Background: an optimization exercise with open tools, aiming at small area, a short achievable clock period and few clock cycles. Do not read the settings as production practice. The RTL was checked by simulation tests, not by an equivalence proof against the original design.

==> inputs of trial 74 <==
// CONV
module CONV(
	input				clk,
	input				reset,
	output	reg			busy,
	input				ready,
	output	reg	[11:0]	iaddr,
	input		[19:0]	idata,
	output	reg  		cwr,
	output	reg [11:0]	caddr_wr,
	output	reg [19:0]	cdata_wr,
	output	reg 		crd,
	output	reg	[11:0]	caddr_rd,
	input		[19:0] 	cdata_rd,
	output		[2:0] 	csel
	);
==> flow/config.mk <==
export PLATFORM = sky130hd
export DESIGN_NAME = CONV
export DESIGN_NICKNAME = CONV
export VERILOG_FILES = /design/flow/design.v
export SDC_FILE = /design/flow/constraint.sdc
export NUM_CORES = 4
export LEC_CHECK = 0
export ABC_CLOCK_PERIOD_IN_PS = 3000
export CAP_MARGIN = 20
export CORE_MARGIN = 2
export CORE_UTILIZATION = 40
export SLEW_MARGIN = 20
==> flow/constraint.sdc <==
create_clock -name core_clock -period 10.0 [get_ports {clk}]
set_input_delay 2.0000 -clock core_clock [delete_from_list [all_inputs] [get_ports {clk}]]
set_output_delay 2.0000 -clock core_clock [all_outputs]
set_load 0.01 [all_outputs]
standard.sh (not shown) runs the stock make flow with config.mk's settings and CLKGATE_MAP_FILE= SYNTH_SCRIPT=/design/flow/synth_recipe.tcl, a recipe that flattens the netlist after the stock synthesis.
==> flow/flow/run.sh <==
#!/bin/bash
export SETUP_SLACK_MARGIN=6.8
bash standard.sh > standard.log 2>&1
==> build 42: changes against trial 74 <==
--- a/flow/design.v
+++ b/flow/design.v
@@ -16,11 +16,11 @@
 	);
 reg  [12:0] L;         
 reg  [1:0]  ph;        
 reg         scan_done;
 reg         g;         
-wire        run = busy & ~scan_done;
+wire        run = (busy | ready) & ~scan_done;
 wire        cend = (ph == 2'd2);
 wire [12:0] Linc = L + 13'd1;
 wire [12:0] Ln  = (run & cend) ? Linc : L;
 wire [1:0]  phn = ~run ? ph : cend ? ((Linc[12:6] == 7'd0) ? 2'd1 : 2'd0) : ph + 2'd1;
 wire [6:0]  rown = Ln[12:6] + {5'd0, phn} - 7'd1;
@@ -37,55 +37,37 @@
 end
 always @(posedge clk) begin
 	iaddr <= {rown[5:0], Ln[5:0]};
 	g <= rown[6];
 end
-reg [19:0] p0;
-reg [2:0]  phq;        
-reg        vq, cendq, firstq, x0q, x62q, x63q, col0q, row0q, cinitq;
-always @(posedge clk) begin
-	p0     <= g ? 20'd0 : idata;
-	phq    <= {ph == 2'd2, ph == 2'd1, ph == 2'd0};
-	cendq  <= cend;
-	firstq <= (ph == 2'd0) | ((L[12:6] == 7'd0) & (ph == 2'd1));
-	x0q    <= (L[5:0] == 6'd0);
-	x62q   <= (L[5:0] == 6'd62);
-	x63q   <= (L[5:0] == 6'd63);
-	col0q  <= (L == 13'd0);
-	row0q  <= (L[12:6] == 7'd0);
-	cinitq <= (L[5:0] == 6'd0) & ((ph == 2'd0) | ((L[12:6] == 7'd0) & (ph == 2'd1)));
-end
 reg [19:0] p;
 reg [21:0] p3;
-reg        v1, cend1, first1, x62_1, x63_1, col0_1, row0_1, cinit1;
+reg        v1, cend1, first1, x62_1, col0_1, row0_1, cinit1;
 reg [2:0] sL0;
 reg [2:0] sL1;
 reg [2:0] sC0;
 reg [2:0] sC1;
 reg [2:0] sR0;
 reg actR0;
 reg [2:0] sR1;
 reg actR1;
+wire [2:0]  phq = {ph == 2'd2, ph == 2'd1, ph == 2'd0};
+wire        x0q = (L[5:0] == 6'd0);
+wire [21:0] idata3 = {{2{idata[19]}}, idata} + {idata[19], idata, 1'b0};
 always @(posedge clk or posedge reset) begin
-	if (reset) begin
-		vq <= 1'b0;
-		v1 <= 1'b0;
-	end else begin
-		vq <= run;
-		v1 <= vq;
-	end
+	if (reset) v1 <= 1'b0;
+	else v1 <= run;
 end
 always @(posedge clk) begin
-	p      <= p0;
-	p3     <= {{2{p0[19]}}, p0} + {p0[19], p0, 1'b0};
-	cend1  <= cendq;
-	first1 <= firstq;
-	x62_1  <= x62q;
-	x63_1  <= x63q;
-	col0_1 <= col0q;
-	row0_1 <= row0q;
-	cinit1 <= cinitq;
+	p      <= g ? 20'd0 : idata;
+	p3     <= g ? 22'd0 : idata3;
+	cend1  <= cend;
+	first1 <= (ph == 2'd0) | ((L[12:6] == 7'd0) & (ph == 2'd1));
+	x62_1  <= (L[5:0] == 6'd62);
+	col0_1 <= (L == 13'd0);
+	row0_1 <= (L[12:6] == 7'd0);
+	cinit1 <= (L[5:0] == 6'd0) & ((ph == 2'd0) | ((L[12:6] == 7'd0) & (ph == 2'd1)));
 	sL0 <= phq;
 	sL1 <= phq;
 	sC0 <= phq;
 	sC1 <= phq;
 	sR0 <= x0q ? 3'b000 : phq;
==> flow/flow/run.sh (replaced) <==
#!/bin/bash
export SETUP_SLACK_MARGIN=7.0
bash standard.sh > standard.log 2>&1
==> comparison <==
Against trial 74, the synthesized area of build 42 is lower by about 1.8%.
Against build 42, the utilization of trial 74 is lower by 3.1 points.
Cell area: build 42 is higher than trial 74 (about 4%).
Between trial 74 and build 42, the lower synthesized cell count is in build 42 (gap 0.32%, measured against build 42).
Of build 42 and trial 74, trial 74 has the higher sequential share of layout area (gap 2.6 points).
In build 42 the setup slack is lower than in trial 74, by 120 ps.
Between trial 74 and build 42, the lower cell count is in trial 74 (gap 1.8%, measured against build 42).
Of build 42 and trial 74, trial 74 has the higher maximum frequency (gap about 3.2%, measured against trial 74).
Between build 42 and trial 74, the lower register-to-register slack is in build 42 (gap 80 ps).
Against build 42, the flip-flop and latch count of trial 74 is higher by 30.
Testbench counts of trial 74, summed over its fixed seeds: cycles 146,808.
Testbench counts of build 42, summed over its fixed seeds: cycles 146,784.

==> port drivers added, routing unchanged <==
Ports are ideal in the flow. The routed layouts listed here were re-timed in OpenROAD.
Step 1: set_driving_cell puts a clkbuf_16 on clk and a buf_2 on each other input, an assumption about the parent block.
Step 2 times the ports against the registers' clock, not the clock port: input delays grow and output delays shrink by t, the midpoint of the rising clock arrivals with the driver on.
Three values: no drivers, after step 1, after step 2; two values: the first two.
| run | t (ns) | setup WS [ns] | latest minus earliest clock arrival (ns) | slew at the worst register clock pin (ns) |
|---|---|---|---|---|
| trial 74 | 0.663 | 6.477 / 6.503 / 5.840 | 0.033 / 0.034 | 0.07 / 0.07 |
| build 42 | 0.644 | 6.360 / 6.383 / 5.739 | 0.022 / 0.022 | 0.06 / 0.06 |
After both steps every run listed still meets setup and hold. For trial 74, which loses most, drivers alone change the setup slack by +0.026 ns; drivers and shift together by -0.637 ns.
